From an optimization exercise on the open Yosys and OpenROAD flow, aimed at small area and a short achievable clock period; shortcuts taken in it are not production practice.
At most, simulation tests tie the RTL to the original design; equivalence was not proved.
No activity file was given, so power comes from the tool's default toggle rates.

// shifter_io_wrapper
module shifter_io_wrapper #(
    parameter integer WIDTH = 32,
    parameter integer BLOCK = 16
)(
    input  wire             clk,
    input  wire             v_in,
    input  wire [1:0]       opcode,
    input  wire [4:0]       shamt,
    input  wire [31:0]      din,
    output reg  [31:0]      dout,
    output reg              v_out
);
    genvar i;
    wire is_left  = (opcode == 2'b00);
    wire is_leftn = ~is_left;
    wire fill     = (opcode == 2'b10) & din[31];
    wire filln    = ~fill;
    wire [4:2] shn = ~shamt[4:2];
    wire [31:0] d1;    
    wire [31:0] d2;    
    wire [31:0] d3;    
    wire [31:0] d4;    
    generate
        for (i = 0; i < 32; i = i + 1) begin : g_s1
            mux_inv u_rev (.a(din[i]), .b(din[31-i]), .s(is_left), .sn(is_leftn), .y(d1[i]));
            mux_inv u_16 (.a(d1[i]), .b(i + 16 < 32 ? d1[(i + 16) % 32] : filln),
                          .s(shamt[4]), .sn(shn[4]), .y(d2[i]));
            mux_inv u_8  (.a(d2[i]), .b(i + 8 < 32 ? d2[(i + 8) % 32] : fill),
                          .s(shamt[3]), .sn(shn[3]), .y(d3[i]));
            mux_inv u_4  (.a(d3[i]), .b(i + 4 < 32 ? d3[(i + 4) % 32] : filln),
                          .s(shamt[2]), .sn(shn[2]), .y(d4[i]));
        end
    endgenerate
    reg [31:0] m_data;
    reg [1:0]  m_sh;
    reg        m_fill, m_left, m_v;
    always @(posedge clk) begin
        m_data <= d4;
        m_sh   <= shamt[1:0];
        m_fill <= fill;
        m_left <= is_left;
        m_v    <= v_in;
    end
    wire [1:0] m_shn   = ~m_sh;
    wire       m_filln = ~m_fill;
  ...
==> flow/config.mk <==
export PLATFORM = sky130hd
export DESIGN_NAME = shifter_io_wrapper
export DESIGN_NICKNAME = shifter_io_wrapper
export VERILOG_FILES = /design/flow/design.v
export SDC_FILE = /design/flow/constraint.sdc
export NUM_CORES = 4
export LEC_CHECK = 0
export CAP_MARGIN = 20
export CORE_MARGIN = 2
export CORE_UTILIZATION = 40
export SETUP_SLACK_MARGIN = 1.0
export SLEW_MARGIN = 20
export SYNTH_HIERARCHICAL = 1
==> flow/constraint.sdc <==
create_clock -name core_clock -period 2.5 [get_ports {clk}]
set_input_delay 0.5000 -clock core_clock [delete_from_list [all_inputs] [get_ports {clk}]]
set_output_delay 0.5000 -clock core_clock [all_outputs]
set_load 0.01 [all_outputs]
standard.sh (not shown) runs the stock make flow with config.mk's settings and CLKGATE_MAP_FILE= SYNTH_SCRIPT=/design/flow/synth_recipe.tcl, a recipe that flattens the netlist after the stock synthesis.
==> flow/flow/run.sh <==
#!/bin/bash
# Standard ORFS layout; only the cell used for the port buffers differs.
set -euo pipefail
bash standard.sh "BUFFER_PORTS_ARGS=-buffer_cell sky130_fd_sc_hd__buf_1" finish > standard_flow.log 2>&1
The starting point completed without violations.
Next try:
SETUP_SLACK_MARGIN = 0.6   (was 1.0)
The changed run ran to the end with no violations.
Worst hold slack improved by 5.0 ps.
Final cell count decreases slightly.
Total power decreases by a little under a tenth.
Count of clock-buffer cells in the layout increases by 1.
Core utilization decreases by 5.8 points.
Design area decreases by roughly a tenth.
Wire length decreases by a little under a tenth.
Global-route usage decreases by 1.2 points.
Next try:
ABC_AREA = 1   (was unset)
ABC_CLOCK_PERIOD_IN_PS = 2500   (was unset)
SETUP_SLACK_MARGIN = 0.8   (was 0.6)
Effect:
- The changed run completed with no timing, DRC or antenna violations
- via count increases by 110%
- worst setup slack gains 290 ps
- synthesized cell count goes up to 5.0 times its value
- total power climbs by 35%
- utilization fell by 3.3 points
- design area came out higher by 120%
- hold slack is worse by 4.0 ps
- non-clock buffer count stays the same
Next try:
ABC_AREA = unset   (was 1)
ABC_CLOCK_PERIOD_IN_PS = unset   (was 2500)
SETUP_SLACK_MARGIN = unset   (was 0.8)
Worst hold slack gets worse by 6.9 ps.
Final cell count fell by 73%.
Synthesized cell count goes down by 80%.
Total power drops by 24%.
Final area goes down by 54%.

========
shifter_io_wrapper, a different RTL version from the one above (not shown whole).
For scale: about 420 cells after synthesis, about 74 I/O pins.
==> flow/config.mk <==
export PLATFORM = sky130hd
export DESIGN_NAME = shifter_io_wrapper
export DESIGN_NICKNAME = shifter_io_wrapper
export VERILOG_FILES = /design/flow/design.v
export SDC_FILE = /design/flow/constraint.sdc
export NUM_CORES = 4
export LEC_CHECK = 0
export CAP_MARGIN = 20
export CORE_MARGIN = 2
export CORE_UTILIZATION = 40
export SETUP_SLACK_MARGIN = 0.5
export SLEW_MARGIN = 20
==> flow/constraint.sdc <==
create_clock -name core_clock -period 2.5 [get_ports {clk}]
set_input_delay 0.5000 -clock core_clock [delete_from_list [all_inputs] [get_ports {clk}]]
set_output_delay 0.5000 -clock core_clock [all_outputs]
set_load 0.01 [all_outputs]
run.sh (not shown) runs the stock make flow with config.mk's settings and CLKGATE_MAP_FILE= SYNTH_SCRIPT=/design/flow/synth_recipe.tcl, a recipe that flattens the netlist after the stock synthesis.
Stock flow here: none of the scripts above is used.
Rerun with:
==> flow/flow/run.sh (new file) <==
#!/bin/bash
# Standard ORFS layout; only the cell used for the port buffers differs.
set -euo pipefail
bash standard.sh "BUFFER_PORTS_ARGS=-buffer_cell sky130_fd_sc_hd__buf_1" finish > standard_flow.log 2>&1
==> flow/standard.sh (new file) <==
#!/bin/bash
# synth_recipe.tcl (not shown) runs the flow's synth.tcl, then flattens the netlist and writes it again
# the make line also repeats each setting of config.mk as NAME=value (left out here)
make -C /OpenROAD-flow-scripts/flow DESIGN_CONFIG=/design/flow/config.mk WORK_HOME=/design/flow/orfs CLKGATE_MAP_FILE= SYNTH_SCRIPT=/design/flow/synth_recipe.tcl "${@:-finish}"
ABC_AREA = 1   (was not set)
ABC_CLOCK_PERIOD_IN_PS = 100000   (was not set)
SETUP_SLACK_MARGIN = 0.8   (was 0.5)
removed: flow/run.sh
Fmax rises by 25%.
Clock-buffer cell count rises by 1.
Die area falls by 1.3%.
Worst setup slack improves by 0.39 ns.
Synthesized area falls by 1.3%.
Worst hold slack degrades by 0.10 ns.
Via count rises by 13%.
Register-to-register slack improves by 0.16 ns.
Final cell count rises by 23%.
Wire length falls by 12%.
Final area falls by 18%.
Rerun with:
ABC_CLOCK_PERIOD_IN_PS = not set   (was 100000)
SETUP_SLACK_MARGIN = not set   (was 0.8)
Via count hardly moves.
Non-clock buffer count stays the same.
Design area falls by 0.30%.
First-iteration DRC count rises by 6.7%.
Rerun with:
==> flow/flow/run.sh (replaced) <==
#!/bin/bash
# Standard ORFS layout; only the cell used for the port buffers differs.
set -euo pipefail
bash standard.sh "BUFFER_PORTS_ARGS=-buffer_cell sky130_fd_sc_hd__buf_2" finish > standard_flow.log 2>&1
After rerunning: Die area stays the same. Power is lower by a few percent. Worst setup slack got worse by 0.015 ns. Via count is higher slightly. Register-to-register slack stays flat. Cell area is higher slightly.
No run of this note included a check of the RTL's function; only the layout flow was run.

[re-timing with driven ports]
No port has a modelled driver above. Below, the same layouts with a new extraction and two added sets of constraints.
Step 1 assumes that a clkbuf_16 drives the clock port and a buf_2 every other input.
Step 2, shift: input delay + t, output delay - t, t = (earliest + latest rising clock arrival at the registers) / 2. This alone moves slack from input paths to output paths.
Three values: no drivers, after step 1, after step 2; two values: the first two.
| run | t (ns) | setup WS [ns] | latest minus earliest clock arrival (ns) |
|---|---|---|---|
| the first run of note 1 | 0.364 | 0.990 / 1.002 / 0.638 | 0.006 / 0.006 |
| the second run of note 1 | 0.356 | 0.736 / 0.743 / 0.387 | 0.006 / 0.006 |
| the third run of note 1 | 0.369 | 1.021 / 1.029 / 0.670 | 0.011 / 0.011 |
| the fourth run of note 1 | 0.364 | 0.393 / 0.402 / 0.038 | 0.011 / 0.011 |
| the first run of note 2 | 0.362 | 0.525 / 0.534 / 0.172 | 0.013 / 0.013 |
| the second run of note 2 | 0.374 | 0.919 / 0.919 / 0.611 | 0.010 / 0.009 |
| the third run of note 2 | 0.371 | 0.779 / 0.779 / 0.487 | 0.009 / 0.010 |
| the fourth run of note 2 | 0.368 | 0.764 / 0.764 / 0.617 | 0.009 / 0.010 |
After both steps every run listed still meets setup and hold. The setup slack of the fourth run of note 1, which loses most, moves by +0.009 ns with the drivers and by -0.355 ns with both steps.
